This is an optimization exercise on Yosys and OpenROAD, whose aim is small area, not a production implementation.
Only simulation tests tie the RTL to the original design; equivalence was not proved.
Power and IR drop assume default switching activity.

--- flow/run.sh ---
#!/bin/bash
# synth_recipe.tcl (not shown) runs the flow's synth.tcl, then flattens the netlist and writes it again
# the make line also repeats each setting of config.mk as NAME=value (left out here)
make -C /OpenROAD-flow-scripts/flow DESIGN_CONFIG=/design/flow/config.mk WORK_HOME=/design/flow/orfs CLKGATE_MAP_FILE= SYNTH_SCRIPT=/design/flow/synth_recipe.tcl finish
--- flow/config.mk ---
export PLATFORM = sky130hd
export DESIGN_NAME = axi_lite_slave
export DESIGN_NICKNAME = axi_lite_slave
export VERILOG_FILES = /design/flow/design.v
export SDC_FILE = /design/flow/constraint.sdc
export NUM_CORES = 4
export LEC_CHECK = 0
export CAP_MARGIN = 20
export CORE_MARGIN = 2
export CORE_UTILIZATION = 40
export SLEW_MARGIN = 20
--- flow/constraint.sdc ---
create_clock -name core_clock -period 10.0 [get_ports {S_AXI_ACLK}]
set_input_delay 2.0000 -clock core_clock [delete_from_list [all_inputs] [get_ports {S_AXI_ACLK}]]
set_output_delay 2.0000 -clock core_clock [all_outputs]
set_load 0.01 [all_outputs]
--- flow/design.v ---
module axi_lite_slave #(
    parameter ADDR_WIDTH = 4,
    parameter DATA_WIDTH = 32,
    parameter CLK_FREQ_HZ = 100_000_000,
    parameter NUM_LEDS = 4
) (
    input  wire                     S_AXI_ACLK,
    input  wire                     S_AXI_ARESETN,
    input  wire [ADDR_WIDTH-1:0]    S_AXI_AWADDR,
    input  wire [2:0]               S_AXI_AWPROT,
    input  wire                     S_AXI_AWVALID,
    output wire                     S_AXI_AWREADY,
    input  wire [DATA_WIDTH-1:0]    S_AXI_WDATA,
    input  wire [DATA_WIDTH/8-1:0]  S_AXI_WSTRB,
    input  wire                     S_AXI_WVALID,
    output wire                     S_AXI_WREADY,
    output wire [1:0]               S_AXI_BRESP,
    output wire                     S_AXI_BVALID,
    input  wire                     S_AXI_BREADY,
    input  wire [ADDR_WIDTH-1:0]    S_AXI_ARADDR,
    input  wire [2:0]               S_AXI_ARPROT,
    input  wire                     S_AXI_ARVALID,
    output wire                     S_AXI_ARREADY,
    output wire [DATA_WIDTH-1:0]    S_AXI_RDATA,
    output wire [1:0]               S_AXI_RRESP,
    output wire                     S_AXI_RVALID,
    input  wire                     S_AXI_RREADY,
    output wire [NUM_LEDS-1:0]      LED,
    output wire [6:0]               SEG_CATHODE,
    output wire [3:0]               SEG_ANODE,
    output wire                     IRQ_OUT,
    input  wire                     EXT_IRQ_IN
);
    wire clk   = S_AXI_ACLK;
    wire rst_n = S_AXI_ARESETN;
    reg        awready_r, wready_r, bvalid_r, both_r;
    reg        wr_c1, wr_c2;           
    reg [1:0]  wr_addr;                
    reg [31:0] wr_data;
    reg [3:0]  wr_strb;
    wire w_idle = (awready_r == wready_r) & ~bvalid_r & ~both_r;
    wire w_addr = ~awready_r & wready_r;
    wire w_data = awready_r & ~wready_r;
    wire w_take_a = (w_idle | w_data) & S_AXI_AWVALID;
    wire w_take_d = (w_idle | w_addr) & S_AXI_WVALID;
    always @(posedge clk) begin
        if (!rst_n) begin
            awready_r <= 1'b0;
            wready_r  <= 1'b0;
            bvalid_r  <= 1'b0;
            both_r    <= 1'b0;
            wr_c1     <= 1'b0;
            wr_c2     <= 1'b0;
        end else begin
            awready_r <= (w_idle | w_data) & ~S_AXI_AWVALID;
            wready_r  <= (w_idle | w_addr) & ~S_AXI_WVALID;
            both_r    <= (w_idle & S_AXI_AWVALID & S_AXI_WVALID) |
                         (w_addr & S_AXI_WVALID) | (w_data & S_AXI_AWVALID);
            bvalid_r  <= both_r | (bvalid_r & ~S_AXI_BREADY);
            wr_c1     <= both_r;
            wr_c2     <= wr_c1;
        end
    end
    always @(posedge clk) begin
        if (w_take_a) wr_addr <= S_AXI_AWADDR[3:2];
        if (w_take_d) begin
            wr_data <= S_AXI_WDATA;
            wr_strb <= S_AXI_WSTRB;
        end
    end
    assign S_AXI_AWREADY = awready_r;
    assign S_AXI_WREADY  = wready_r;
    assign S_AXI_BVALID  = bvalid_r;
    assign S_AXI_BRESP   = 2'b00;
    reg  [31:0] reg_led, reg_seg, reg_rsv;
    wire [3:0]  be_led = wr_strb & {4{wr_c2 & (wr_addr == 2'd0)}};
    wire [3:0]  be_seg = wr_strb & {4{wr_c2 & (wr_addr == 2'd1)}};
    wire [3:0]  be_rsv = wr_strb & {4{wr_c2 & (wr_addr == 2'd3)}};
    function [31:0] merge(input [31:0] cur, input [31:0] upd, input [3:0] be);
        integer i;
        begin
            for (i = 0; i < 4; i = i + 1)
                merge[8*i +: 8] = be[i] ? upd[8*i +: 8] : cur[8*i +: 8];
        end
    endfunction
    wire [31:0] seg_next = merge(reg_seg, wr_data, be_seg);
    always @(posedge clk) begin
        if (!rst_n) begin
            reg_led <= 32'h0;
            reg_seg <= 32'h0;
            reg_rsv <= 32'h0;
        end else begin
            reg_led <= merge(reg_led, wr_data, be_led);
            reg_seg <= seg_next;
            reg_rsv <= merge(reg_rsv, wr_data, be_rsv);
        end
    end
    reg  irq_status, irq_status_d;
    wire irq_pulse;
    wire irq_clr = wr_c1 & (wr_addr == 2'd2) & wr_strb[0] & wr_data[0];
    always @(posedge clk) begin
        if (!rst_n)
            irq_status <= 1'b0;
        else if (irq_clr)
            irq_status <= 1'b0;
        else if (irq_pulse)
            irq_status <= 1'b1;
        irq_status_d <= irq_status;
    end
    assign IRQ_OUT = irq_status;
    reg        arready_r, rvalid_r, rd_p1, rd_p2;
    reg [1:0]  rd_addr;
    reg [31:0] rdata_r;
    wire r_idle = ~rvalid_r & ~rd_p1 & ~rd_p2;
    always @(posedge clk) begin
        if (!rst_n) begin
            arready_r <= 1'b0;
            rvalid_r  <= 1'b0;
            rd_p1     <= 1'b0;
            rd_p2     <= 1'b0;
        end else begin
            arready_r <= r_idle & ~S_AXI_ARVALID;
            rd_p1     <= r_idle & S_AXI_ARVALID;
            rd_p2     <= rd_p1;
            rvalid_r  <= rd_p2 | (rvalid_r & ~S_AXI_RREADY);
        end
    end
    always @(posedge clk) begin
        if (r_idle & S_AXI_ARVALID) rd_addr <= S_AXI_ARADDR[3:2];
    end
    reg [31:0] rd_sel;
    always @(*) begin
        case (rd_addr)
            2'd0:    rd_sel = reg_led;
            2'd1:    rd_sel = reg_seg;
            2'd2:    rd_sel = {31'h0, irq_status_d};
            default: rd_sel = reg_rsv;
        endcase
    end
    always @(posedge clk) begin
        if (!rst_n)
            rdata_r <= 32'h0;
        else if (rd_p2)
            rdata_r <= rd_sel;
    end
    assign S_AXI_ARREADY = arready_r;
    assign S_AXI_RVALID  = rvalid_r;
    assign S_AXI_RDATA   = rdata_r;
    assign S_AXI_RRESP   = 2'b00;
    assign LED = reg_led[NUM_LEDS-1:0];
    reg        ext_s1, ext_s2, ext_stable, ext_d1, ext_pulse;
    reg [20:0] db_cnt;
    wire       db_diff = ext_s2 ^ ext_stable;
    wire       db_done = (db_cnt == 21'h0AFAD4);
    always @(posedge clk) begin
        if (!rst_n) begin
            ext_s1     <= 1'b0;
            ext_s2     <= 1'b0;
            ext_stable <= 1'b0;
            ext_d1     <= 1'b0;
            ext_pulse  <= 1'b0;
            db_cnt     <= 21'h0;
        end else begin
            ext_s1    <= EXT_IRQ_IN;
            ext_s2    <= ext_s1;
            ext_d1    <= ext_stable;
            ext_pulse <= ext_stable & ~ext_d1;
            if (db_diff & db_done)
                ext_stable <= ext_s2;
            if (db_diff & ~db_done)
                db_cnt <= {db_cnt[19:0], ~(db_cnt[20] ^ db_cnt[18])};
            else
                db_cnt <= 21'h0;
        end
    end
    assign irq_pulse = ext_pulse;
    reg [14:0] seg_cnt;
    reg [1:0]  digit_sel;
    wire       seg_wrap = (seg_cnt == 15'h77B9);
    always @(posedge clk) begin
        if (!rst_n) begin
            seg_cnt   <= 15'h0;
            digit_sel <= 2'b00;
        end else if (seg_wrap) begin
            seg_cnt   <= 15'h0;
            digit_sel <= digit_sel + 2'b01;
        end else begin
            seg_cnt   <= {seg_cnt[13:0], ~(seg_cnt[14] ^ seg_cnt[13])};
        end
    end
    reg [3:0] cur_digit;
    reg [6:0] cathode;
    reg [3:0] anode;
    always @(*) begin
        case (digit_sel)
            2'b00:   cur_digit = seg_next[3:0];
            2'b01:   cur_digit = seg_next[7:4];
            2'b10:   cur_digit = seg_next[11:8];
            default: cur_digit = seg_next[15:12];
        endcase
    end
    always @(*) begin
        case (cur_digit)
            4'h0: cathode = 7'b1000000;
            4'h1: cathode = 7'b1111001;
            4'h2: cathode = 7'b0100100;
            4'h3: cathode = 7'b0110000;
            4'h4: cathode = 7'b0011001;
            4'h5: cathode = 7'b0010010;
            4'h6: cathode = 7'b0000010;
            4'h7: cathode = 7'b1111000;
            4'h8: cathode = 7'b0000000;
            4'h9: cathode = 7'b0010000;
            4'hA: cathode = 7'b0001000;
            4'hB: cathode = 7'b0000011;
            4'hC: cathode = 7'b1000110;
            4'hD: cathode = 7'b0100001;
            4'hE: cathode = 7'b0000110;
            default: cathode = 7'b0001110;
        endcase
    end
    always @(*) begin
        case (digit_sel)
            2'b00:   anode = 4'b1110;
            2'b01:   anode = 4'b1101;
            2'b10:   anode = 4'b1011;
            default: anode = 4'b0111;
        endcase
    end
    assign SEG_CATHODE = cathode;
    assign SEG_ANODE   = anode;
endmodule
==> impl_results.md, run 1 <==
- Hold path depth: 1
- CTS tree: yes
- Status: complete, no violations
- Kind of end point of the critical path: primary output
- HP Class: reg2reg
- CTS buffer count: 24
- Max Fclk: 177 MHz
- Die Y: 154 um
- Post-CTS Repair Setup Buffers: 0
- Reg2reg setup slack: 7.55 ns
- Worst path bufs/invs: 2
- WP data required: 8.00 ns
- Met1 Routed Length: 9490 um
- Drt total wl: 20100 um
- Initial antenna violation count: 0
- Hold endpoint: ext_pulse
- Vias: 6147
- Part of the cycle the worst path needs: 56.4%
- CTS Sinks: 223
- CTS Root Cell: clkbuf_16
- Final Setup Violations: 0
- Max VDD drop: 0.115 mV
- Die width: 154 um
- IO Count: 115
- GP Congestion: 0.753
- Post-synthesis sequential area ratio: 54.0%
- Vias per Instance: 4.93
- Synth Cell Area: 9010 um^2
- Count of cell types in the netlist: 54
- All-layer global routing usage: 17.1%
- TritonRoute pass-1 iters: 4
- FP Rows: 54
- Clock latency on the worst-skew pair: 0.51 ns
- Dpl hpwl: 12600 um
- Die area: 23700 um^2
- First-pass GRT wire length: 32800 um
- Slew Viols, Final: 0
- Synth top area share: 40.7%
- Startpoint types: flip-flop
- FF+latch count, synth: 223
- Min Tclk post-route: 5.64 ns
- Rel. slew slack: 33.8%
- Post-Syn Area per Cell: 10.3 um^2
- Pleak: 4.20 nW
- Synthesis Warnings: 1
- CP max-delay cell: clkdlybuf4s50_1
- Starting density of the core: 41.0%
- Pin count of the biggest net entering global routing: 93
- Area contributors post-synth: dfxtp_1 (41%), edfxtp_1 (13%), nand2_1 (8.8%), a21boi_0 (6.7%), mux2_2 (4.1%)
- Final hold vios: 0
- Total gr overflow: 0
- Routed wl met3: 871 um
- Synth Instances: 877
- Worst path max stage delay: 0.55 ns
- Main flop type after synthesis: dfxtp_1
- Power after layout: 1.95 mW
- CP cell instances: nand4b_2 -> mux2_1 -> o32ai_1 -> o21a_1 -> ha_1 -> inv_1 -> mux2i_1 -> mux2i_1 -> clkdlybuf4s50_1
- Power density cells: 179 nW/um^2
- Worst-path fanout max: 12
- H-Tree Depth: 1
- Clk_skew: 0.0122 ns
- Maximum capacitance violations: 0
- CTS max path bufs: 3
- Setup tns final: 0 ns
- Clock transition at path regs: 0.06 ns
- Final net count: 1020
- Number of flops mapped to enable cells by yosys: 40
- Worst slew pin tran: 0.990 ns
- Initial DRC Count: 331
- Cell family with most CP delay: multiplexers
- Core area: 22000 um^2
- RSZ-0062 raised after global routing: false
- Routed wl met2: 9530 um
- Reg2reg start: awready_r
- DRC Markers: 0
- Final ANT Viol Nets: 0
- Final core occ: 49.7%
- Wire per inst: 16.2 um
- # fillers: 2050
- Worst Path Arrival: 3.64 ns
- R2r endpoint: wr_data[5]
- Uppermost routed layer: met4
- Post_cts resized: 0
- ANT cells: 0
- Most frequent CP cell: mux2i_1
- Port Buf Inserts: 100
- Layout cells sized above 1: 9.20%
- Vias in the first global route: 6078
- FFs w/ async S/R, synth: 0%
- Area grow syn2layout: 21.1%
- Post-cts hold buffer count: 0
- Post-synth top area cell: dfxtp_1
- Reg2reg path depth: 6
- Kind of critical path: reg2out
- Min-delay src: ext_d1
==> through the flow <==
step,std cells,hold slack (ns),instance area (um^2),worst slack (ns)
finish,1247,0.393,10900,4.36
global route,1247,0.403,10900,4.02
CTS,1247,0.399,10900,4.32
detailed placement,1204,0.390,10100,4.85
global placement,1204,0.373,10100,4.86
floorplan,880,0.367,9020,5.92
==> synthesized netlist by cell type, types with 2 or more instances <==
cell	number
o211a_1	31
mux2_2	33
o21a_1	3
nor2b_1	25
a21oi_1	3
and2b_1	2
edfxtp_1	40
xnor2_1	4
a21boi_0	80
buf_4	9
and2_1	53
a22oi_1	32
inv_1	12
nand4b_1	4
mux2i_1	26
nand3_1	8
inv_2	2
clkbuf_1	43
nand2_1	212
ha_1	12
and3_1	6
buf_6	3
o31a_1	2
nor2_1	11
o22ai_1	4
nor3b_1	3
buf_2	5
dfxtp_1	183
==> power by group <==
part	switching [mW]	leakage (nW)	internal [mW]	total, mW
Combinational	0.0590	1.94	0.0541	0.113
Clock	0.346	0.392	0.517	0.863
Sequential	0.0252	1.86	0.950	0.976
==> routing by layer <==
layer / track usage [%] / vias up
li1: - / 3130
met1: 23.0 / 2883
met4: 3.87 / 0
met3: 2.82 / 21
met2: 29.1 / 113
met5: 0 / -
==> sequential cells by signal, summed over array words and instances, names as in the netlist, 4 cells and up <==
name / count
seg_cnt: 15
reg_rsv: 32
reg_seg: 32
wr_strb: 4
wr_data: 32
db_cnt: 21
rdata_r: 32
reg_led: 32
==> worst max path at each step <==
stage | endpoint | start | depth (start not counted) | slack (ns)
after floorplan | SEG_CATHODE[3] | wr_addr[1] | 9 | 5.92
after global placement | SEG_CATHODE[4] | wr_addr[0] | 8 | 4.86
after detailed placement | SEG_CATHODE[3] | wr_addr[0] | 9 | 4.85
after CTS | SEG_CATHODE[3] | wr_addr[0] | 9 | 4.32
after global routing | SEG_CATHODE[3] | wr_addr[0] | 9 | 4.02
final | SEG_CATHODE[3] | wr_addr[0] | 9 | 4.36
==> cell type report <==
type                            instances  area (um^2)  area share (%)
Clock buffer                           34          709            6.50
Clock inverter                          9         68.8           0.631
Inverter                               14         52.6           0.482
Multi-Input combinational cell        582         3830            35.1
Sequential cell                       223         4870            44.6
Tap cell                              280          350            3.21
Timing Repair Buffer                  105         1040            9.50
==> cells by family after synthesis <==
logic type                 after synthesis  synth area share (%)
and+or+nand+nor                        336                  17.8
DFF                                    223                  54.0
AOI/OAI and AO/OA                      164                  14.8
buffers and inverters                   75                  3.82
muxes                                   61                  7.39
adders and majority gates               12                  1.67
xor gates and xnor gates                 5                 0.486
other                                    1                0.0416
==> layout by cell type, fill, tap and decap left out, types with 2 or more instances in the layout <==
master           Yosys  final
o211a_1             31     31
o31a_1               2      2
mux2_2              33     33
conb_1               1      4
nand4b_1             4      4
clkdlybuf4s50_1      0     99
clkbuf_8             0      5
a21oi_1              3      3
a21boi_0            80     80
clkbuf_1            43      4
clkbuf_16            0     25
ha_1                12     12
inv_1               12     12
and2_1              53     53
nor3b_1              3      3
buf_4                9      6
o22ai_1              4      4
edfxtp_1            40     40
nand3_1              8      8
and2b_1              2      2
nor2b_1             25     24
xnor2_1              4      4
o21a_1               3      3
mux2i_1             26     26
nor2_1              11     10
and3_1               6      6
dfxtp_1            183    182
clkinv_2             0      7
a22oi_1             32     32
inv_2                2      2
nand2_1            212    212
==> run 2, diff against run 1 <==
--- a/flow/config.mk
+++ b/flow/config.mk
@@ -5,7 +5,9 @@
 export SDC_FILE = /design/flow/constraint.sdc
 export NUM_CORES = 4
 export LEC_CHECK = 0
+export ABC_AREA = 1
 export CAP_MARGIN = 20
 export CORE_MARGIN = 2
-export CORE_UTILIZATION = 40
+export CORE_UTILIZATION = 60
+export CTS_BUF_LIST = sky130_fd_sc_hd__clkbuf_4
 export SLEW_MARGIN = 20
==> impl_results.md, run 2 <==
- DRC Markers: 0 (unchanged)
- Max Fclk: 167 MHz (was 177 MHz)
- Final ANT Viol Nets: 0 (unchanged)
- GP Congestion: 0.837 (was 0.753)
- Kind of critical path: reg2out (unchanged)
- Area grow syn2layout: 20.6% (was 21.1%)
- CTS max path bufs: 3 (unchanged)
- Final net count: 1206 (was 1020)
- CTS Sinks: 223 (unchanged)
- TritonRoute pass-1 iters: 8 (was 4)
- Synth Cell Area: 8600 um^2 (was 9010 um^2)
- Clk_skew: 0.0303 ns (was 0.0122 ns)
- Pleak: 3.94 nW (was 4.20 nW)
- Max VDD drop: 0.120 mV (was 0.115 mV)
- Switching share of power: 24.2% (was 22.0%)
- First-pass GRT wire length: 32300 um (was 32800 um)
- Total gr overflow: 0 (unchanged)
- Layout cells sized above 1: 10.4% (was 9.20%)
- Count of cell types in the netlist: 38 (was 54)
- Psw: 446 uW (was 430 uW)
- Main flop type after synthesis: dfxtp_1 (unchanged)
- Most frequent cell after synthesis: nand2_1 (unchanged)
- Die width: 124 um (was 154 um)
- Synthesis Warnings: 1 (unchanged)
- Cell family with most CP delay: simple AND/OR/NAND/NOR gates (was multiplexers)
- Number of flops mapped to enable cells by yosys: 40 (unchanged)
- Clock transition at path regs: 0.07 ns (was 0.06 ns)
- Most frequent CP cell: nand2_1 (was mux2i_1)
- Final core occ: 74.5% (was 49.7%)
- Reg2reg setup slack: 7.71 ns (was 7.55 ns)
- Worst setup margin: 4.02 ns (was 4.36 ns)
- Port Buf Inserts: 100 (unchanged)
- Placed cells: 1258 (was 1204)
- Area contributors post-synth: dfxtp_1 (43%), edfxtp_1 (14%), nand2_1 (9.1%), nor2_1 (5.4%), o21ai_0 (4.5%) (was dfxtp_1 (41%), edfxtp_1 (13%), nand2_1 (8.8%), a21boi_0 (6.7%), mux2_2 (4.1%))
- Post_cts resized: 0 (unchanged)
- Worst path bufs/invs: 3 (was 2)
- Post-cts hold buffer count: 0 (unchanged)
- # fillers: 1101 (was 2050)
- CP cell instances: nand2_2 -> nor2_4 -> nand2_2 -> clkinv_1 -> nand2_1 -> nand2_1 -> nor2_1 -> o21bai_1 -> ha_1 -> inv_1 -> nand3_1 -> nand2_1 -> nand2_1 -> nand2_1 -> clkdlybuf4s50_1 (was nand4b_2 -> mux2_1 -> o32ai_1 -> o21a_1 -> ha_1 -> inv_1 -> mux2i_1 -> mux2i_1 -> clkdlybuf4s50_1)
- Synth Instances: 1025 (was 877)
- Final Setup Violations: 0 (unchanged)
- Worst slew pin tran: 0.965 ns (was 0.990 ns)
- Vias in the first global route: 6993 (was 6078)
- Clock latency on the worst-skew pair: 0.67 ns (was 0.51 ns)
- Drt total wl: 20000 um (was 20100 um)
- Power density cells: 177 nW/um^2 (was 179 nW/um^2)
- Dpl hpwl: 12100 um (was 12600 um)
- Multi-input gate area: 3140 um^2 (was 3830 um^2)
- Vias per Instance: 5.36 (was 4.93)
- Sequential cell area: 4870 um^2 (unchanged)
- Final Non-Filler Cells: 1357 (was 1247)
- Most common cell after layout, fill and taps aside: nand2_1 (unchanged)
- Initial DRC Count: 660 (was 331)
- Part of the cycle the worst path needs: 59.8% (was 56.4%)
- Core area: 13900 um^2 (was 22000 um^2)
- WP data required: 8.00 ns (about the same)
- Rel. slew slack: 35.4% (was 33.8%)
- CTS buffer count: 55 (was 24)
- Flop pwr share: 53.1% (was 50.0%)
- Slew Viols, Final: 0 (unchanged)
- FF+latch count, synth: 223 (unchanged)
- Wire per inst: 14.7 um (was 16.2 um)
- RSZ-0062 raised after global routing: false (unchanged)
- FP Rows: 43 (was 54)
- Synth top cells by count: nand2_1 (208), dfxtp_1 (183), nor2_1 (124), inv_1 (97), o21ai_0 (78) (was nand2_1 (212), dfxtp_1 (183), a21boi_0 (80), and2_1 (53), clkbuf_1 (43))
- CTS Root Cell: clkbuf_4 (was clkbuf_16)
- Die area: 15300 um^2 (was 23700 um^2)
- Pin count of the biggest net entering global routing: 88 (was 93)
- Synth top area share: 42.6% (was 40.7%)
- Min Tclk post-route: 5.98 ns (was 5.64 ns)
- Setup tns final: 0 ns (unchanged)
- FFs w/ async S/R, synth: 0% (unchanged)
- Clock share of power: 40.7% (was 44.2%)
- Final hold vios: 0 (unchanged)
- Post-Syn Area per Cell: 8.39 um^2 (was 10.3 um^2)
- Initial antenna violation count: 1 (was 0)
- Worst Path Arrival: 3.98 ns (was 3.64 ns)
- Most frequent cells in the layout: nand2_1 (208), dfxtp_1 (182), nor2_1 (121) (was nand2_1 (212), dfxtp_1 (182), clkdlybuf4s50_1 (99))
- Worst path max stage delay: 0.63 ns (was 0.55 ns)
- Starting density of the core: 61.7% (was 41.0%)
- Maximum capacitance violations: 0 (unchanged)
- Logic pwr share: 6.2% (was 5.8%)
- IO Count: 115 (unchanged)
- CP max-delay cell: nor2_4 (was clkdlybuf4s50_1)
- Worst-path fanout max: 30 (was 12)
- Internal power: 1.39 mW (was 1.52 mW)
- CTS tree: yes (unchanged)
- Post-Place Worst Slack: 4.69 ns (was 4.85 ns)
- Die Y: 124 um (was 154 um)
- All-layer global routing usage: 26.7% (was 17.1%)
- Status: complete, no violations (unchanged)
- Startpoint types: flip-flop (unchanged)
- Post-synthesis sequential area ratio: 56.5% (was 54.0%)
- Post-route cell area: 10400 um^2 (was 10900 um^2)
- Post-synth top area cell: dfxtp_1 (unchanged)
- H-Tree Depth: 2 (was 1)
- Vias: 7278 (was 6147)
- Placed standard-cell area: 9640 um^2 (was 10100 um^2)
- Kind of end point of the critical path: primary output (unchanged)
- Post-CTS Repair Setup Buffers: 0 (unchanged)
- HP Class: reg2reg (unchanged)
==> run 2: changes by cell type after synthesis, moves of 62 or more <==
cell	previous run	this run
o21ai_0	1	78
nand3_1	8	70
inv_1	12	97
a21oi_1	3	72
a21boi_0	80	0
nor2_1	11	124
==> run 2: per-stage QoR <==
| stage | hold slack [ns] | power, mW |
|---|---|---|
| 2_1_floorplan | 0.368 | 1.05 |
| 3_5_place_dp | 0.360 | 1.11 |
| 3_3_place_gp | 0.365 | 1.10 |
| 4_1_cts | 0.341 | 1.85 |
| 6_report | 0.353 | 1.84 |
| 5_1_grt | 0.363 | 1.91 |
==> run 2: power by group through the flow <==
stage               Clock, mW  Combinational [mW]  Sequential (mW)
global route            0.808               0.125            0.980
detailed placement          0               0.109            0.996
floorplan                   0              0.0590            0.986
global placement            0               0.108            0.996
finish                  0.749               0.114            0.977
CTS                     0.765               0.110            0.977
==> run 2: routing by layer <==
metal  GRT usage, %  vias to the layer above  wire (um)
li1               -                     3613          -
met1           33.8                     3374       8930
met2           43.5                      247       9190
met3           6.36                       44       1370
met4           11.9                        0        481
met5              0                        -          0
==> run 2: layout make-up <==
class / count / share of cell area [%]
Sequential cell: 223 / 46.9
Multi-Input combinational cell: 649 / 30.2
Timing Repair Buffer: 106 / 10.2
Clock buffer: 88 / 6.37
Inverter: 101 / 3.66
Tap cell: 180 / 2.17
Clock inverter: 9 / 0.422
Antenna cell: 1 / 0.0241
==> run 2: kinds of logic after synthesis <==
kind of cell | count (synthesis) | share of synthesized area, %
other | 1 | 0.0436
adder cells (fa/ha/maj) | 12 | 1.75
AND/OR/NAND/NOR | 438 | 21.4
buffers and inverters | 156 | 7.36
AO/OA/AOI/OAI | 195 | 12.9
flip-flops | 223 | 56.5
==> run 2: path summary, 6_finish.rpt <==
kind               from        endpoint  cells after the start
min reg2reg  irq_status    irq_status_d                      0
max reg2reg   awready_r     wr_data[21]                      7
max          wr_addr[0]  SEG_CATHODE[3]                     15
min          irq_status    irq_status_d                      0
==> run 3, diff against run 2 <==
--- a/flow/design.v
+++ b/flow/design.v
@@ -148,44 +148,48 @@
     assign S_AXI_RDATA   = rdata_r;
     assign S_AXI_RRESP   = 2'b00;
     assign LED = reg_led[NUM_LEDS-1:0];
+    localparam [20:0] DB_INV = 21'h155555;
     reg        ext_s1, ext_s2, ext_stable, ext_d1, ext_pulse;
     reg [20:0] db_cnt;
+    wire [20:0] db_lfsr = db_cnt ^ DB_INV;
     wire       db_diff = ext_s2 ^ ext_stable;
-    wire       db_done = (db_cnt == 21'h0AFAD4);
+    wire       db_done = (db_lfsr == 21'h0AFAD4);
+    wire [20:0] db_step = {db_lfsr[19:0], ~(db_lfsr[20] ^ db_lfsr[18])};
     always @(posedge clk) begin
         if (!rst_n) begin
             ext_s1     <= 1'b0;
             ext_s2     <= 1'b0;
             ext_stable <= 1'b0;
-            ext_d1     <= 1'b0;
             ext_pulse  <= 1'b0;
-            db_cnt     <= 21'h0;
+            db_cnt     <= DB_INV;
         end else begin
             ext_s1    <= EXT_IRQ_IN;
             ext_s2    <= ext_s1;
-            ext_d1    <= ext_stable;
             ext_pulse <= ext_stable & ~ext_d1;
             if (db_diff & db_done)
                 ext_stable <= ext_s2;
             if (db_diff & ~db_done)
-                db_cnt <= {db_cnt[19:0], ~(db_cnt[20] ^ db_cnt[18])};
+                db_cnt <= db_step ^ DB_INV;
             else
-                db_cnt <= 21'h0;
-        end
-    end
+                db_cnt <= DB_INV;
+        end
+    end
+    always @(posedge clk) ext_d1 <= ext_stable;
     assign irq_pulse = ext_pulse;
+    localparam [14:0] SC_INV = 15'h5555;
     reg [14:0] seg_cnt;
     reg [1:0]  digit_sel;
-    wire       seg_wrap = (seg_cnt == 15'h77B9);
-    always @(posedge clk) begin
-        if (!rst_n) begin
-            seg_cnt   <= 15'h0;
+    wire [14:0] seg_lfsr = seg_cnt ^ SC_INV;
+    wire       seg_wrap = (seg_lfsr == 15'h77B9);
+    always @(posedge clk) begin
+        if (!rst_n) begin
+            seg_cnt   <= SC_INV;
             digit_sel <= 2'b00;
         end else if (seg_wrap) begin
-            seg_cnt   <= 15'h0;
-            digit_sel <= digit_sel + 2'b01;
-        end else begin
-            seg_cnt   <= {seg_cnt[13:0], ~(seg_cnt[14] ^ seg_cnt[13])};
+            seg_cnt   <= SC_INV;
+            digit_sel <= {digit_sel[0], ~digit_sel[1]};
+        end else begin
+            seg_cnt   <= {seg_lfsr[13:0], ~(seg_lfsr[14] ^ seg_lfsr[13])} ^ SC_INV;
         end
     end
     reg [3:0] cur_digit;
@@ -195,7 +199,7 @@
         case (digit_sel)
             2'b00:   cur_digit = seg_next[3:0];
             2'b01:   cur_digit = seg_next[7:4];
-            2'b10:   cur_digit = seg_next[11:8];
+            2'b11:   cur_digit = seg_next[11:8];
             default: cur_digit = seg_next[15:12];
         endcase
     end
@@ -223,7 +227,7 @@
         case (digit_sel)
             2'b00:   anode = 4'b1110;
             2'b01:   anode = 4'b1101;
-            2'b10:   anode = 4'b1011;
+            2'b11:   anode = 4'b1011;
             default: anode = 4'b0111;
         endcase
     end
==> flow/flow/run.sh (new file) <==
#!/bin/bash
# Layout flow: the standard ORFS flow (standard.sh, unchanged synthesis)
# with two changes that only affect buffering:
#  * every input and output port still gets its own buffer, but a
#    sky130_fd_sc_hd__buf_1 instead of the resizer's default choice;
#  * clock tree synthesis clusters up to 30 sinks per leaf buffer and does
#    not insert dummy loads.
# The make output goes to orfs_flow.log here; ORFS keeps each step's log
# under orfs/logs/.
set -euo pipefail
W=$(pwd)
bash standard.sh \
  "BUFFER_PORTS_ARGS=-buffer_cell sky130_fd_sc_hd__buf_1" \
  "CTS_ARGS=-sink_clustering_enable -repair_clock_nets -dont_use_dummy_load -buf_list sky130_fd_sc_hd__clkbuf_16 -sink_clustering_size 30 -sink_clustering_max_diameter 60" \
  finish > "$W/orfs_flow.log" 2>&1
==> flow/standard.sh (new file) <==
#!/bin/bash
# synth_recipe.tcl (not shown) runs the flow's synth.tcl, then flattens the netlist and writes it again
# the make line also repeats each setting of config.mk as NAME=value (left out here)
make -C /OpenROAD-flow-scripts/flow DESIGN_CONFIG=/design/flow/config.mk WORK_HOME=/design/flow/orfs CLKGATE_MAP_FILE= SYNTH_SCRIPT=/design/flow/synth_recipe.tcl "${@:-finish}"
--- a/flow/config.mk
+++ b/flow/config.mk
@@ -8,6 +8,5 @@
 export ABC_AREA = 1
 export CAP_MARGIN = 20
 export CORE_MARGIN = 2
-export CORE_UTILIZATION = 60
-export CTS_BUF_LIST = sky130_fd_sc_hd__clkbuf_4
+export CORE_UTILIZATION = 70
 export SLEW_MARGIN = 20
removed: flow/run.sh
==> impl_results.md, run 3 <==
- Synth top area share: 42.9% (was 42.6%)
- FF+latch count, synth: 223 (unchanged)
- Post-Syn Area per Cell: 8.55 um^2 (was 8.39 um^2)
- CTS tree: yes (unchanged)
- H-Tree Depth: 1 (was 2)
- CTS buffer count: 15 (was 55)
- Synth Cell Area: 8540 um^2 (was 8600 um^2)
- WP data required: 8.00 ns (about the same)
- Vias: 6867 (was 7278)
- Worst setup path endpoint: SEG_CATHODE[3] (unchanged)
- Initial antenna violation count: 0 (was 1)
- Rel. slew slack: 26.0% (was 35.4%)
- Final net count: 1135 (was 1206)
- Placed standard-cell area: 8930 um^2 (was 9640 um^2)
- FFs w/ async S/R, synth: 0% (unchanged)
- CTS Root Cell: clkbuf_16 (was clkbuf_4)
- Max Fclk: 199 MHz (was 167 MHz)
- CP cell instances: nand2_4 -> nor2_8 -> nand3_1 -> nand3_1 -> nand3_1 -> nor2_8 -> ha_1 -> nand3_1 -> nand2_1 -> nand2_1 -> nand2_1 -> buf_1 (was nand2_2 -> nor2_4 -> nand2_2 -> clkinv_1 -> nand2_1 -> nand2_1 -> nor2_1 -> o21bai_1 -> ha_1 -> inv_1 -> nand3_1 -> nand2_1 -> nand2_1 -> nand2_1 -> clkdlybuf4s50_1)
- Most frequent CP cell: nand3_1 (was nand2_1)
- Core area: 12000 um^2 (was 13900 um^2)
- TritonRoute pass-1 iters: 5 (was 8)
- Worst slew pin tran: 1.11 ns (was 0.965 ns)
- Part of the cycle the worst path needs: 50.3% (was 59.8%)
- Crit path depth: 12 (was 15)
- Final Setup Violations: 0 (unchanged)
- Reg2reg setup slack: 7.61 ns (was 7.71 ns)
- Worst Setup SP: wr_c2 (was wr_addr[0])
- CTS max path bufs: 3 (unchanged)
- Pin count of the biggest net entering global routing: 109 (was 88)
- Synth top cells by count: nand2_1 (199), dfxtp_1 (183), inv_1 (105), o21ai_0 (102), nor2_1 (92) (was nand2_1 (208), dfxtp_1 (183), nor2_1 (124), inv_1 (97), o21ai_0 (78))
- Post_cts resized: 0 (unchanged)
- Hold slack: 0.367 ns (was 0.353 ns)
- Drt total wl: 19000 um (was 20000 um)
- GP Congestion: 0.841 (was 0.837)
- Worst path max stage delay: 0.63 ns (about the same)
- Final hold vios: 0 (unchanged)
- Kind of end point of the critical path: primary output (unchanged)
- Die area: 13100 um^2 (was 15300 um^2)
- Synth Instances: 999 (was 1025)
- Setup tns final: 0 ns (unchanged)
- HP Class: reg2reg (unchanged)
- Hold path depth: 0 (unchanged)
- Power density cells: 173 nW/um^2 (was 177 nW/um^2)
- Main flop type after synthesis: dfxtp_1 (unchanged)
- Maximum capacitance violations: 0 (unchanged)
- Startpoint types: flip-flop (unchanged)
- Worst-path fanout max: 27 (was 30)
- Port Buf Inserts: 100 (unchanged)
- CP max-delay cell: dfxtp_1 (was nor2_4)
- Most frequent cell after synthesis: nand2_1 (unchanged)
- Synthesis Warnings: 1 (unchanged)
- Most frequent cells in the layout: nand2_1 (199), dfxtp_1 (183), inv_1 (105) (was nand2_1 (208), dfxtp_1 (182), nor2_1 (121))
- Vias in the first global route: 6169 (was 6993)
- Clock latency on the worst-skew pair: 0.47 ns (was 0.67 ns)
- Die width: 114 um (was 124 um)
- Vias per Instance: 5.66 (was 5.36)
- ANT cells: 0 (was 1)
- Clk_skew: 0.0350 ns (was 0.0303 ns)
- Number of flops mapped to enable cells by yosys: 40 (unchanged)
- Final ANT Viol Nets: 0 (unchanged)
- Worst setup margin: 4.97 ns (was 4.02 ns)
- All-layer global routing usage: 29.4% (was 26.7%)
- DRC Markers: 0 (unchanged)
- Die Y: 114 um (was 124 um)
- IO Count: 115 (unchanged)
- Clock transition at path regs: 0.09 ns (was 0.07 ns)
- Kind of critical path: reg2out (unchanged)
- Initial DRC Count: 686 (was 660)
- Cell family with most CP delay: simple AND/OR/NAND/NOR gates (unchanged)
- Starting density of the core: 71.4% (was 61.7%)
- FP Rows: 40 (was 43)
- First-pass GRT wire length: 30600 um (was 32300 um)
- Reg2reg start: awready_r (unchanged)
- Count of cell types in the netlist: 36 (was 38)
- Min Tclk post-route: 5.03 ns (was 5.98 ns)
- Max VDD drop: 0.197 mV (was 0.120 mV)
- Area grow syn2layout: 9.03% (was 20.6%)
- Area contributors post-synth: dfxtp_1 (43%), edfxtp_1 (14%), nand2_1 (8.7%), o21ai_0 (6.0%), a21oi_1 (5.1%) (was dfxtp_1 (43%), edfxtp_1 (14%), nand2_1 (9.1%), nor2_1 (5.4%), o21ai_0 (4.5%))
- Pleak: 3.54 nW (was 3.94 nW)
- Post-cts hold buffer count: 0 (unchanged)
- RSZ-0062 raised after global routing: false (unchanged)
- Worst path bufs/invs: 1 (was 3)
- Dpl hpwl: 11900 um (was 12100 um)
- Power after layout: 1.61 mW (was 1.84 mW)
- Total gr overflow: 0 (unchanged)
- Post-synth top area cell: dfxtp_1 (unchanged)
- Post-synthesis sequential area ratio: 57.0% (was 56.5%)
- CTS Sinks: 223 (unchanged)
- Post-Place Worst Slack: 5.53 ns (was 4.69 ns)
- Slew Viols, Final: 0 (unchanged)
- Worst Path Arrival: 3.03 ns (was 3.98 ns)
- Most common cell after layout, fill and taps aside: nand2_1 (unchanged)
- Reg2reg path depth: 7 (unchanged)
- Layout cells sized above 1: 4.31% (was 10.4%)
- Post-route cell area: 9310 um^2 (was 10400 um^2)
- R2r endpoint: wr_data[26] (was wr_data[21])
- Status: complete, no violations (unchanged)
- Post-CTS Repair Setup Buffers: 0 (unchanged)
- Wire per inst: 15.7 um (was 14.7 um)
==> run 3: cell types whose count changed after synthesis, sizes merged, moves of 10 or more <==
| cell | previous run | this run |
|---|---|---|
| a21oi | 72 | 87 |
| a31oi | 11 | 22 |
| a41oi | 21 | 11 |
| nand2 | 213 | 200 |
| nand3 | 71 | 56 |
| nor2 | 127 | 100 |
| o21ai | 86 | 103 |
==> run 3: logic make-up (layout without fill, tap and decap cells) <==
kind of cell / count (synthesis) / in the layout / share of synthesized area, %
and+or+nand+nor: 376 / 376 / 19.5
AOI/OAI and AO/OA: 227 / 227 / 14.4
DFF: 223 / 223 / 57.0
buffers and inverters: 162 / 227 / 7.71
adders and majority gates: 8 / 8 / 1.17
xor gates and xnor gates: 2 / 2 / 0.205
other: 1 / 4 / 0.0439
==> run 3: area by class of cell <==
cell class,count,area (um^2)
Sequential cell,223,4860
Multi-Input combinational cell,617,3050
Fill cell,891,2650
Timing Repair Buffer,105,434
Inverter,107,402
Clock buffer,15,375
Tap cell,147,184
==> run 3: worst min path at each step <==
stage,start,slack (ns),end
after global routing,ext_stable,0.38,ext_d1
after CTS,ext_stable,0.37,ext_d1
after global placement,seg_cnt[11],0.37,seg_cnt[12]
after floorplan,ext_stable,0.36,ext_d1
final,ext_stable,0.37,ext_d1
after detailed placement,db_cnt[3],0.38,db_cnt[4]
==> run 3: where the power goes <==
part           switching, mW  leakage (nW)  internal (mW)
clock network          0.271         0.185          0.267
logic                 0.0707          1.50         0.0287
registers             0.0252          1.86          0.949
==> run 3: stage by stage <==
stage / cells / util [%]
2_1_floorplan: 1002 / -
3_3_place_gp: 1198 / 74.5
3_5_place_dp: 1199 / 74.7
4_1_cts: 1214 / 77.8
5_1_grt: 1214 / 77.8
6_report: 1214 / 77.8
==> run 3: routing by layer <==
layer / part of all wire (%) / GRT usage (%) / routed length, um
met5: 0 / 0 / 0
met4: 2.4 / 8.70 / 448
met3: 7.4 / 4.98 / 1400
met2: 44 / 44.7 / 8370
met1: 46 / 43.4 / 8800
==> run 4, diff against run 3 <==
--- a/flow/flow/run.sh
+++ b/flow/flow/run.sh
@@ -11,5 +11,5 @@
 W=$(pwd)
 bash standard.sh \
   "BUFFER_PORTS_ARGS=-buffer_cell sky130_fd_sc_hd__buf_1" \
-  "CTS_ARGS=-sink_clustering_enable -repair_clock_nets -dont_use_dummy_load -buf_list sky130_fd_sc_hd__clkbuf_16 -sink_clustering_size 30 -sink_clustering_max_diameter 60" \
+  "CTS_ARGS=-sink_clustering_enable -repair_clock_nets -dont_use_dummy_load -buf_list sky130_fd_sc_hd__clkbuf_8 -sink_clustering_size 16 -sink_clustering_max_diameter 50" \
   finish > "$W/orfs_flow.log" 2>&1
==> impl_results.md, run 4 <==
- Status: complete, no violations (unchanged)
- Vias: 6822 (was 6867)
- Rel. slew slack: 28.7% (was 26.0%)
- TritonRoute pass-1 iters: 5 (unchanged)
- Synth top area share: 42.9% (unchanged)
- Final core occ: 76.9% (was 77.8%)
- FP Rows: 40 (unchanged)
- Post_cts resized: 0 (unchanged)
- H-Tree Depth: 1 (unchanged)
- IO Count: 115 (unchanged)
- Final Setup Violations: 0 (unchanged)
- Layout cells sized above 1: 4.67% (was 4.31%)
- Clock transition at path regs: 0.09 ns (about the same)
- FFs w/ async S/R, synth: 0% (unchanged)
- CTS tree: yes (unchanged)
- GP Congestion: 0.841 (unchanged)
- Core area: 12000 um^2 (unchanged)
- Main flop type after synthesis: dfxtp_1 (unchanged)
- Slew Viols, Final: 0 (unchanged)
- Post-CTS Repair Setup Buffers: 0 (unchanged)
- CTS max path bufs: 3 (unchanged)
- FF+latch count, synth: 223 (unchanged)
- First-pass GRT wire length: 30100 um (was 30600 um)
- Final hold vios: 0 (unchanged)
- Final net count: 1139 (was 1135)
- Die width: 114 um (unchanged)
- Setup tns final: 0 ns (unchanged)
- Number of flops mapped to enable cells by yosys: 40 (unchanged)
- All-layer global routing usage: 28.9% (was 29.4%)
- Post-synthesis sequential area ratio: 57.0% (unchanged)
- Logic pwr share: 6.5% (was 6.2%)
- Starting density of the core: 71.4% (unchanged)
- RSZ-0062 raised after global routing: false (unchanged)
- Total gr overflow: 0 (unchanged)
- Most common cell after layout, fill and taps aside: nand2_1 (unchanged)
- DRC Markers: 0 (unchanged)
- Worst Path Arrival: 3.06 ns (was 3.03 ns)
- Die Y: 114 um (unchanged)
- Startpoint types: flip-flop (unchanged)
- Synth Instances: 999 (unchanged)
- Area contributors post-synth: dfxtp_1 (43%), edfxtp_1 (14%), nand2_1 (8.7%), o21ai_0 (6.0%), a21oi_1 (5.1%) (unchanged)
- Most frequent cell after synthesis: nand2_1 (unchanged)
- Initial DRC Count: 625 (was 686)
- Initial antenna violation count: 0 (unchanged)
- Most frequent cells in the layout: nand2_1 (199), dfxtp_1 (183), inv_1 (105) (unchanged)
- CTS buffer count: 19 (was 15)
- Flop pwr share: 64.7% (was 60.4%)
- Drt total wl: 18800 um (was 19000 um)
- Pin count of the biggest net entering global routing: 109 (unchanged)
- ANT cells: 0 (unchanged)
- Wire per inst: 15.4 um (was 15.7 um)
- Worst slew pin tran: 1.07 ns (was 1.11 ns)
- Placed standard-cell area: 8930 um^2 (unchanged)
- Clk_skew: 0.0313 ns (was 0.0350 ns)
- Count of cell types in the netlist: 36 (unchanged)
- Clock latency on the worst-skew pair: 0.50 ns (was 0.47 ns)
- Dpl hpwl: 11900 um (unchanged)
- Internal power: 1.15 mW (was 1.24 mW)
- Synth Cell Area: 8540 um^2 (unchanged)
- WP data required: 8.00 ns (about the same)
- Synthesis Warnings: 1 (unchanged)
- Post-cts hold buffer count: 0 (unchanged)
- Clock share of power: 28.7% (was 33.4%)
- Post-route cell area: 9200 um^2 (was 9310 um^2)
- Pleak: 3.49 nW (was 3.54 nW)
- Kind of end point of the critical path: primary output (unchanged)
- Kind of critical path: reg2out (unchanged)
- Post-Syn Area per Cell: 8.55 um^2 (unchanged)
- Post-synth top area cell: dfxtp_1 (unchanged)
- Part of the cycle the worst path needs: 50.6% (was 50.3%)
- Vias in the first global route: 6078 (was 6169)
- Psw: 356 uW (was 367 uW)
- Worst-path fanout max: 27 (unchanged)
- Switching share of power: 23.7% (was 22.8%)
- Min Tclk post-route: 5.06 ns (was 5.03 ns)
- Power density cells: 164 nW/um^2 (was 173 nW/um^2)
- Final ANT Viol Nets: 0 (unchanged)
- CTS Root Cell: clkbuf_8 (was clkbuf_16)
- Port Buf Inserts: 100 (unchanged)
- Synth top cells by count: nand2_1 (199), dfxtp_1 (183), inv_1 (105), o21ai_0 (102), nor2_1 (92) (unchanged)
- Max VDD drop: 0.137 mV (was 0.197 mV)
- Maximum capacitance violations: 0 (unchanged)
- CTS Sinks: 223 (unchanged)
- Vias per Instance: 5.60 (was 5.66)
- HP Class: reg2reg (unchanged)
- Die area: 13100 um^2 (unchanged)
- Max Fclk: 198 MHz (was 199 MHz)
- Area grow syn2layout: 7.69% (was 9.03%)
## run 4: worst paths after layout
path	from	to	slack [ns]	cells after the start
max	wr_c2	SEG_CATHODE[3]	4.94	12
min	seg_cnt[11]	seg_cnt[12]	0.39	1
max reg2reg	awready_r	wr_data[5]	7.62	7
min reg2reg	seg_cnt[11]	seg_cnt[12]	0.39	1
## run 4: logic make-up after synthesis
| kind of cell | after synthesis | share of synthesized area, % |
|---|---|---|
| AND/OR/NAND/NOR | 376 | 19.5 |
| AO/OA/AOI/OAI | 227 | 14.4 |
| flip-flops | 223 | 57.0 |
| buffers and inverters | 162 | 7.71 |
| adder cells (fa/ha/maj) | 8 | 1.17 |
| XOR/XNOR | 2 | 0.205 |
| other | 1 | 0.0439 |
## run 4: area by class of cell
cell class / count / area (um^2)
sequential: 223 / 4860
multi-input combinational: 617 / 3050
fill: 930 / 2770
timing repair buffer: 105 / 434
inverter: 107 / 402
clock buffer: 19 / 262
tap: 147 / 184
## run 4: worst max-delay path, cell delays in order, from the launching register on
cell	delay [ns]
dfxtp_1	0.63
nand2_4	0.12
nor2_8	0.40
nand3_1	0.16
nand3_1	0.14
nand3_1	0.18
nor2_8	0.17
ha_1	0.27
nand3_1	0.13
nand2_1	0.09
nand2_1	0.05
nand2_1	0.06
buf_1	0.14
## run 4: metrics by stage
| stage | power (mW) | cells | setup slack (ns) | hold WS [ns] |
|---|---|---|---|---|
| 2_1_floorplan | 1.05 | 1002 | 6.00 | 0.361 |
| 3_3_place_gp | 1.09 | 1198 | 5.57 | 0.370 |
| 3_5_place_dp | 1.09 | 1199 | 5.53 | 0.376 |
| 4_1_cts | 1.51 | 1218 | 4.98 | 0.390 |
| 5_1_grt | 1.56 | 1218 | 4.75 | 0.407 |
| 6_report | 1.50 | 1218 | 4.94 | 0.388 |
## run 4: power groups by stage
stage | Combinational (mW) | Sequential (mW) | Clock [mW]
2_1_floorplan | 0.0616 | 0.986 | 0
3_3_place_gp | 0.0926 | 0.993 | 0
3_5_place_dp | 0.0987 | 0.993 | 0
4_1_cts | 0.0991 | 0.973 | 0.442
5_1_grt | 0.110 | 0.977 | 0.471
6_report | 0.0985 | 0.974 | 0.432
## run 4: per-layer routing
layer	vias to the layer above	global-route usage (%)	routed length, um
met2	279	44.4	8480
li1	3410	-	-
met5	-	0	0
met3	29	4.13	1450
met4	0	8.21	418
met1	3104	42.8	8470
==> run 5, diff against run 4 <==
==> flow/flow/run.sh (replaced) <==
#!/bin/bash
# Layout flow: the standard ORFS flow (standard.sh) with changes that
# only affect combinational mapping and buffering; the registers, their
# names and their cell types are those of the standard synthesis.
#  * Synthesis: ABC maps with an area-oriented script (abc_area.script in
#    this folder) instead of ORFS's, and Yosys's half/full-adder extraction
#    is skipped (ADDER_MAP_FILE empty), so ABC maps that logic too.  ORFS's
#    scripts are copied to ./scripts with only abc_area.script replaced.
#  * Every input and output port gets its own sky130_fd_sc_hd__buf_1.
#  * Clock tree synthesis: clkbuf_8 buffers, up to 16 sinks per leaf
#    cluster, no dummy loads.
# The make output goes to orfs_flow.log here; ORFS keeps each step's log
# under orfs/logs/.
set -euo pipefail
W=$(pwd)
HERE=$(cd "$(dirname "$0")" && pwd)
rm -rf "$W/scripts"
cp -r "$FLOW_HOME/scripts" "$W/scripts"
cp "$HERE/abc_area.script" "$W/scripts/abc_area.script"
bash standard.sh \
  "SCRIPTS_DIR=$W/scripts" \
  "ADDER_MAP_FILE=" \
  "BUFFER_PORTS_ARGS=-buffer_cell sky130_fd_sc_hd__buf_1" \
  "CTS_ARGS=-sink_clustering_enable -repair_clock_nets -dont_use_dummy_load -buf_list sky130_fd_sc_hd__clkbuf_8 -sink_clustering_size 16 -sink_clustering_max_diameter 50" \
  finish > "$W/orfs_flow.log" 2>&1
==> flow/flow/abc_area.script (new file) <==
strash
dch -f
amap -m -F 4 -A 6
topo
==> impl_results.md, run 5 <==
- Synthesis Warnings: 1 (unchanged)
- Final ANT Viol Nets: 0 (unchanged)
- Vias per Instance: 6.40 (was 5.60)
- WP data required: 8.00 ns (about the same)
- Vias: 6377 (was 6822)
- Startpoint types: flip-flop (unchanged)
- First-pass GRT wire length: 29800 um (was 30100 um)
- Post-CTS Repair Setup Buffers: 0 (unchanged)
- Power after layout: 1.45 mW (was 1.50 mW)
- CTS max path bufs: 3 (unchanged)
- Post-synthesis sequential area ratio: 64.3% (was 57.0%)
- Initial DRC Count: 682 (was 625)
- Synth Cell Area: 7570 um^2 (was 8540 um^2)
- Final Setup Violations: 0 (unchanged)
- Synth top area share: 48.4% (was 42.9%)
- Status: complete, no violations (unchanged)
- Placed standard-cell area: 8140 um^2 (was 8930 um^2)
- Clock latency on the worst-skew pair: 0.49 ns (was 0.50 ns)
- Pleak: 2.82 nW (was 3.49 nW)
- Count of cell types in the netlist: 25 (was 36)
- CTS Sinks: 223 (unchanged)
- Vias in the first global route: 6188 (was 6078)
- Slew Viols, Final: 0 (unchanged)
- Worst path max stage delay: 0.58 ns (was 0.63 ns)
- Maximum capacitance violations: 0 (unchanged)
- Clock transition at path regs: 0.10 ns (was 0.09 ns)
- Starting density of the core: 72.7% (was 71.4%)
- Max Fclk: 166 MHz (was 198 MHz)
- Rel. slew slack: 26.3% (was 28.7%)
- Initial antenna violation count: 0 (unchanged)
- Worst Path Arrival: 4.04 ns (was 3.06 ns)
- Kind of end point of the critical path: primary output (unchanged)
- Post-synth top area cell: dfxtp_1 (unchanged)
- Post-route cell area: 8400 um^2 (was 9200 um^2)
- IO Count: 115 (unchanged)
- Most common cell after layout, fill and taps aside: dfxtp_1 (was nand2_1)
- Number of flops mapped to enable cells by yosys: 40 (unchanged)
- Die Y: 108 um (was 114 um)
- Post-cts hold buffer count: 0 (unchanged)
- DRC Markers: 0 (unchanged)
- Synth top cells by count: dfxtp_1 (183), nor2_1 (178), a22oi_1 (96), a21oi_1 (56), edfxtp_1 (40) (was nand2_1 (199), dfxtp_1 (183), inv_1 (105), o21ai_0 (102), nor2_1 (92))
- CTS tree: yes (unchanged)
- GP Congestion: 0.818 (was 0.841)
- Most frequent cell after synthesis: dfxtp_1 (was nand2_1)
- Die width: 108 um (was 114 um)
- Final Non-Filler Cells: 997 (was 1218)
- CTS buffer count: 17 (was 19)
- Final hold vios: 0 (unchanged)
- Power density cells: 173 nW/um^2 (was 164 nW/um^2)
- Final net count: 921 (was 1139)
- Most frequent cells in the layout: dfxtp_1 (183), nor2_1 (176), buf_1 (100) (was nand2_1 (199), dfxtp_1 (183), inv_1 (105))
- HP Class: reg2reg (unchanged)
- Part of the cycle the worst path needs: 60.4% (was 50.6%)
- Port Buf Inserts: 100 (unchanged)
- Wire per inst: 18.7 um (was 15.4 um)
- Core area: 10400 um^2 (was 12000 um^2)
- RSZ-0062 raised after global routing: false (unchanged)
- CTS Root Cell: clkbuf_8 (unchanged)
- Pin count of the biggest net entering global routing: 109 (unchanged)
- FFs w/ async S/R, synth: 0% (unchanged)
- All-layer global routing usage: 32.0% (was 28.9%)
- Kind of critical path: reg2out (unchanged)
- Layout cells sized above 1: 3.60% (was 4.67%)
- Min Tclk post-route: 6.04 ns (was 5.06 ns)
- FP Rows: 37 (was 40)
- Dpl hpwl: 12000 um (was 11900 um)
- Area contributors post-synth: dfxtp_1 (48%), edfxtp_1 (16%), a22oi_1 (9.5%), nor2_1 (8.8%), a21oi_1 (3.7%) (was dfxtp_1 (43%), edfxtp_1 (14%), nand2_1 (8.7%), o21ai_0 (6.0%), a21oi_1 (5.1%))
- Max VDD drop: 0.127 mV (was 0.137 mV)
- H-Tree Depth: 1 (unchanged)
- # fillers: 683 (was 930)
- Setup tns final: 0 ns (unchanged)
- Synth Instances: 740 (was 999)
- Drt total wl: 18700 um (was 18800 um)
- Main flop type after synthesis: dfxtp_1 (unchanged)
- ANT cells: 0 (unchanged)
- Post_cts resized: 0 (unchanged)
- Die area: 11700 um^2 (was 13100 um^2)
- Worst slew pin tran: 1.11 ns (was 1.07 ns)
- Post-Syn Area per Cell: 10.2 um^2 (was 8.55 um^2)
- Clk_skew: 0.0161 ns (was 0.0313 ns)
- Placed cells: 979 (was 1199)
- CP cell instances: clkinv_1 -> nand3_1 -> nor2_1 -> clkinv_1 -> o22ai_1 -> o22ai_1 -> nor2_1 -> o21ai_0 -> clkinv_1 -> nor2_1 -> a21oi_1 -> a21oi_1 -> a31oi_1 -> buf_1 (was nand2_4 -> nor2_8 -> nand3_1 -> nand3_1 -> nand3_1 -> nor2_8 -> ha_1 -> nand3_1 -> nand2_1 -> nand2_1 -> nand2_1 -> buf_1)
- CP max-delay cell: nor2_1 (was dfxtp_1)
- FF+latch count, synth: 223 (unchanged)
- Total gr overflow: 0 (unchanged)
- TritonRoute pass-1 iters: 8 (was 5)
- Area grow syn2layout: 10.9% (was 7.69%)
- Worst-path fanout max: 9 (was 27)
run 5: changes by cell type after synthesis, sizes merged, moves of 36 or more:
cell | before | now
clkbuf | 39 | 0
clkinv | 0 | 36
a22oi | 0 | 96
nand3 | 56 | 5
inv | 107 | 0
o21ai | 103 | 24
nor2 | 100 | 178
nand2 | 200 | 33
run 5: cell families after synthesis:
kind of cell	Yosys count	share of synthesized area, %
other cells	1	0.0495
flops	223	64.3
simple gates	243	12.9
compound gates	229	20.2
buf+inv	44	2.58
run 5: metal layers:
layer / GRT usage (%) / part of all wire (%) / up-vias
li1: - / - / 2936
met1: 43.3 / 41 / 3035
met2: 53.3 / 47 / 346
met3: 4.88 / 9.1 / 60
met4: 11.2 / 3.1 / 0
met5: 0 / 0 / -
run 5: final timing paths:
path | startpoint | to | slack, ns | cells past startpoint
setup reg to reg | wr_addr[0] | reg_led[1] | 7.59 | 6
setup / recovery | wr_addr[1] | SEG_CATHODE[3] | 3.96 | 14
hold / removal | irq_status | irq_status_d | 0.37 | 0
hold reg to reg | irq_status | irq_status_d | 0.37 | 0
run 5: power breakdown:
part / switching [mW] / leakage, nW / internal (mW)
sequential: 0.0191 / 1.86 / 0.943
clock: 0.257 / 0.122 / 0.154
combinational: 0.0577 / 0.841 / 0.0207
total: 0.334 / 2.82 / 1.12
run 5: metrics by stage:
step	setup WS [ns]	hold slack, ns	utilization [%]
6_report	3.96	0.373	80.6
5_1_grt	3.61	0.386	80.6
4_1_cts	4.08	0.370	80.4
3_5_place_dp	4.61	0.357	78.2
3_3_place_gp	4.78	0.354	78.2
2_1_floorplan	3.11	0.353	-
run 5: area by class of cell:
type | instances | area, um^2 | share of cell area (%)
flip-flops and latches | 223 | 4860 | 57.9
multi-input cells | 476 | 2540 | 30.2
repair buffers | 109 | 455 | 5.42
inverters | 36 | 136 | 1.62
well taps | 136 | 170 | 2.03
clock buffers | 17 | 234 | 2.79
run 5: critical path, delay by kind of cell (launching register included):
family | cells | cell delay, ns
AOI/OAI and AO/OA | 6 | 1.26
buffers and inverters | 4 | 0.84
DFF | 1 | 0.43
and+or+nand+nor | 4 | 1.01
==> run 6, diff against run 5 <==
--- a/flow/flow/run.sh
+++ b/flow/flow/run.sh
@@ -21,5 +21,5 @@
   "SCRIPTS_DIR=$W/scripts" \
   "ADDER_MAP_FILE=" \
   "BUFFER_PORTS_ARGS=-buffer_cell sky130_fd_sc_hd__buf_1" \
-  "CTS_ARGS=-sink_clustering_enable -repair_clock_nets -dont_use_dummy_load -buf_list sky130_fd_sc_hd__clkbuf_8 -sink_clustering_size 16 -sink_clustering_max_diameter 50" \
+  "CTS_ARGS=-sink_clustering_enable -repair_clock_nets -dont_use_dummy_load -buf_list sky130_fd_sc_hd__clkbuf_8 -sink_clustering_size 20 -sink_clustering_max_diameter 50" \
   finish > "$W/orfs_flow.log" 2>&1
--- a/flow/config.mk
+++ b/flow/config.mk
@@ -8,5 +8,5 @@
 export ABC_AREA = 1
 export CAP_MARGIN = 20
 export CORE_MARGIN = 2
-export CORE_UTILIZATION = 70
+export CORE_UTILIZATION = 80
 export SLEW_MARGIN = 20
==> impl_results.md, run 6 <==
- Post-CTS Repair Setup Buffers: 0 (unchanged)
- Post-cts hold buffer count: 0 (unchanged)
- Cell family with most CP delay: compound AO/OA/AOI/OAI gates (unchanged)
- CTS Sinks: 223 (unchanged)
- Total gr overflow: 0 (unchanged)
- WP data required: 8.00 ns (about the same)
- Synth Cell Area: 7570 um^2 (unchanged)
- Sequential cell area: 4860 um^2 (unchanged)
- Post-Syn Area per Cell: 10.2 um^2 (unchanged)
- Kind of end point of the critical path: primary output (unchanged)
- Maximum capacitance violations: 0 (unchanged)
- Post-synthesis xor/xnor area fraction: 0% (unchanged)
- Min Tclk post-route: 6.16 ns (was 6.04 ns)
- RSZ-0062 raised after global routing: false (unchanged)
- Die width: 101 um (was 108 um)
- Pin count of the biggest net entering global routing: 66 (was 109)
- CTS max path bufs: 3 (unchanged)
- CP max-delay cell: nor2_1 (unchanged)
- Setup tns final: 0 ns (unchanged)
- Mux contribution to synthesized area: 0% (unchanged)
- Layout cells sized above 1: 3.15% (was 3.60%)
- Multi-input gate area: 2540 um^2 (about the same)
- Final Setup Violations: 0 (unchanged)
- Startpoint types: flip-flop (unchanged)
- Vias: 6650 (was 6377)
- IO Count: 115 (unchanged)
- Max VDD drop: 0.134 mV (was 0.127 mV)
- First-pass GRT wire length: 30300 um (was 29800 um)
- Post-synthesis sequential area ratio: 64.3% (unchanged)
- Post-Synth Adder-Cell Area: 0% (unchanged)
- Synth top area share: 48.4% (unchanged)
- Synth top cells by count: dfxtp_1 (183), nor2_1 (178), a22oi_1 (96), a21oi_1 (56), edfxtp_1 (40) (unchanged)
- Placed cells: 952 (was 979)
- Initial antenna violation count: 0 (unchanged)
- Slew Viols, Final: 0 (unchanged)
- Synth Area in Compound Gates: 20.2% (unchanged)
- DRC Markers: 0 (unchanged)
- Final net count: 917 (was 921)
- Final core occ: 90.6% (was 80.6%)
- Kind of critical path: reg2out (unchanged)
- Die Y: 101 um (was 108 um)
- Synthesis Warnings: 1 (unchanged)
- Number of flops mapped to enable cells by yosys: 40 (unchanged)
- Main flop type after synthesis: dfxtp_1 (unchanged)
- GP Congestion: 0.802 (was 0.818)
- Final hold vios: 0 (unchanged)
- Initial DRC Count: 755 (was 682)
- Most frequent cell after synthesis: dfxtp_1 (unchanged)
- Worst-path fanout max: 9 (unchanged)
- Starting density of the core: 82.3% (was 72.7%)
- FF+latch count, synth: 223 (unchanged)
- Synth Instances: 740 (unchanged)
- Drt total wl: 19600 um (was 18700 um)
- Hold slack: 0.362 ns (was 0.373 ns)
- Max Fclk: 162 MHz (was 166 MHz)
- Clock latency on the worst-skew pair: 0.51 ns (was 0.49 ns)
- TritonRoute pass-1 iters: 6 (was 8)
- Most frequent cells in the layout: dfxtp_1 (183), nor2_1 (176), buf_1 (100) (unchanged)
- Dpl hpwl: 12300 um (was 12000 um)
- Area grow syn2layout: 10.0% (was 10.9%)
- Count of cell types in the netlist: 25 (unchanged)
- Die area: 10300 um^2 (was 11700 um^2)
- Most common cell after layout, fill and taps aside: dfxtp_1 (unchanged)
- Pleak: 2.80 nW (was 2.82 nW)
- CTS buffer count: 15 (was 17)
- Part of the cycle the worst path needs: 61.6% (was 60.4%)
- Worst path bufs/invs: 4 (unchanged)
- Post-synth top area cell: dfxtp_1 (unchanged)
- Simple-gate area share of the yosys netlist: 12.9% (unchanged)
- Worst Path Arrival: 4.16 ns (was 4.04 ns)
- Final ANT Viol Nets: 0 (unchanged)
- All-layer global routing usage: 37.5% (was 32.0%)
- # fillers: 413 (was 683)
- CTS tree: yes (unchanged)
- Rel. slew slack: 36.2% (was 26.3%)
- Vias in the first global route: 6311 (was 6188)
- Vias per Instance: 6.87 (was 6.40)
- Clk_skew: 0.0628 ns (was 0.0161 ns)
- Power density cells: 173 nW/um^2 (about the same)
- Worst slew pin tran: 0.954 ns (was 1.11 ns)
- FP Rows: 35 (was 37)
- Post_cts resized: 0 (unchanged)
- Core area: 9200 um^2 (was 10400 um^2)
- H-Tree Depth: 1 (unchanged)
- Port Buf Inserts: 100 (unchanged)
- ANT cells: 0 (unchanged)
- CP cell instances: clkinv_1 -> nand3_1 -> nor2_1 -> clkinv_1 -> o22ai_1 -> o22ai_1 -> nor2_1 -> o21ai_0 -> clkinv_1 -> nor2_1 -> a21oi_1 -> a21oi_1 -> a31oi_1 -> buf_1 (unchanged)
- Area contributors post-synth: dfxtp_1 (48%), edfxtp_1 (16%), a22oi_1 (9.5%), nor2_1 (8.8%), a21oi_1 (3.7%) (unchanged)
- Clock transition at path regs: 0.12 ns (was 0.10 ns)
- FFs w/ async S/R, synth: 0% (unchanged)
- Final Non-Filler Cells: 968 (was 997)
- Worst path max stage delay: 0.64 ns (was 0.58 ns)
- Largest family of logic cells by synthesized area: compound AO/OA/AOI/OAI gates (unchanged)
- CTS Root Cell: clkbuf_8 (unchanged)
- Wire per inst: 20.3 um (was 18.7 um)
- Status: complete, no violations (unchanged)
- HP Class: reg2reg (unchanged)
## run 6: cell counts after synthesis
No cell type changed its count.
## run 6: final timing paths
check	start	end	slack, ns	cells past startpoint
max reg2reg	rd_p2	rd_addr[0]	7.29	4
min	db_cnt[7]	db_cnt[8]	0.36	1
max	wr_addr[1]	SEG_CATHODE[3]	3.84	14
min reg2reg	db_cnt[7]	db_cnt[8]	0.36	1
## run 6: area by class of cell
class	instances	share of cell area, %
sequential	223	58.4
clock buffer	15	2.48
tap	111	1.67
multi-input combinational	476	30.5
inverter	36	1.64
timing repair buffer	107	5.29
## run 6: stage by stage
stage,cell area [um^2],power (mW),setup WS (ns)
CTS,8310,1.43,3.98
floorplan,7580,1.02,3.11
global placement,8100,1.05,4.73
detailed placement,8100,1.05,4.55
global route,8330,1.47,3.57
finish,8330,1.44,3.84
## run 6: power by group
| part | leakage (nW) | switching, mW | internal (mW) |
|---|---|---|---|
| logic | 0.834 | 0.0579 | 0.0204 |
| clock network | 0.108 | 0.259 | 0.137 |
| registers | 1.86 | 0.0201 | 0.943 |
## run 6: kinds of logic after synthesis
logic type / Yosys count
AND/OR/NAND/NOR: 243
AO/OA/AOI/OAI: 229
flip-flops: 223
buffers and inverters: 44
other: 1
## run 6: metal layers
layer / vias up / global-route usage [%] / part of all wire [%]
met4: 0 / 18.5 / 3.6
li1: 2932 / - / -
met3: 88 / 6.63 / 12
met2: 525 / 61.7 / 49
met1: 3105 / 48.2 / 35
met5: - / 0 / 0

==> static timing again, ports no longer ideal <==
The results above use ideal ports. As a check the final layouts listed here were re-extracted and re-timed, cells and wires unchanged.
Step 1 (the two cells are an assumption about what drives the block):
set clk [get_ports {S_AXI_ACLK}]
set_driving_cell -lib_cell sky130_fd_sc_hd__clkbuf_16 $clk
set_driving_cell -lib_cell sky130_fd_sc_hd__buf_2 [delete_from_list [all_inputs] $clk]
Step 2 adds t to the input delays and takes it off the output delays; t is the mean of the earliest and latest rising clock arrival at the registers after step 1. Input paths then give back, and output paths get back, about the clock's delay inside the block.
Three values: ideal ports, drivers, drivers and shift; two values: the first two.
run	t, ns	setup slack, ns	hold WS [ns]	worst setup path after step 2	cell pins on the clock port's net
run 1	0.552	4.360 / 4.313 / 4.864	0.393 / 0.393 / 0.393	register to output	1
run 2	0.688	4.018 / 3.980 / 4.668	0.353 / 0.353 / 0.353	register to output	1
run 3	0.496	4.973 / 4.931 / 5.428	0.367 / 0.367 / 0.367	register to output	1
run 4	0.519	4.940 / 4.905 / 5.424	0.388 / 0.388 / 0.388	register to output	1
run 5	0.516	3.960 / 3.926 / 4.442	0.373 / 0.373 / 0.373	register to output	1
run 6	0.514	3.845 / 3.811 / 4.325	0.362 / 0.362 / 0.362	register to output	1
After both steps setup and hold are still met in every run listed.
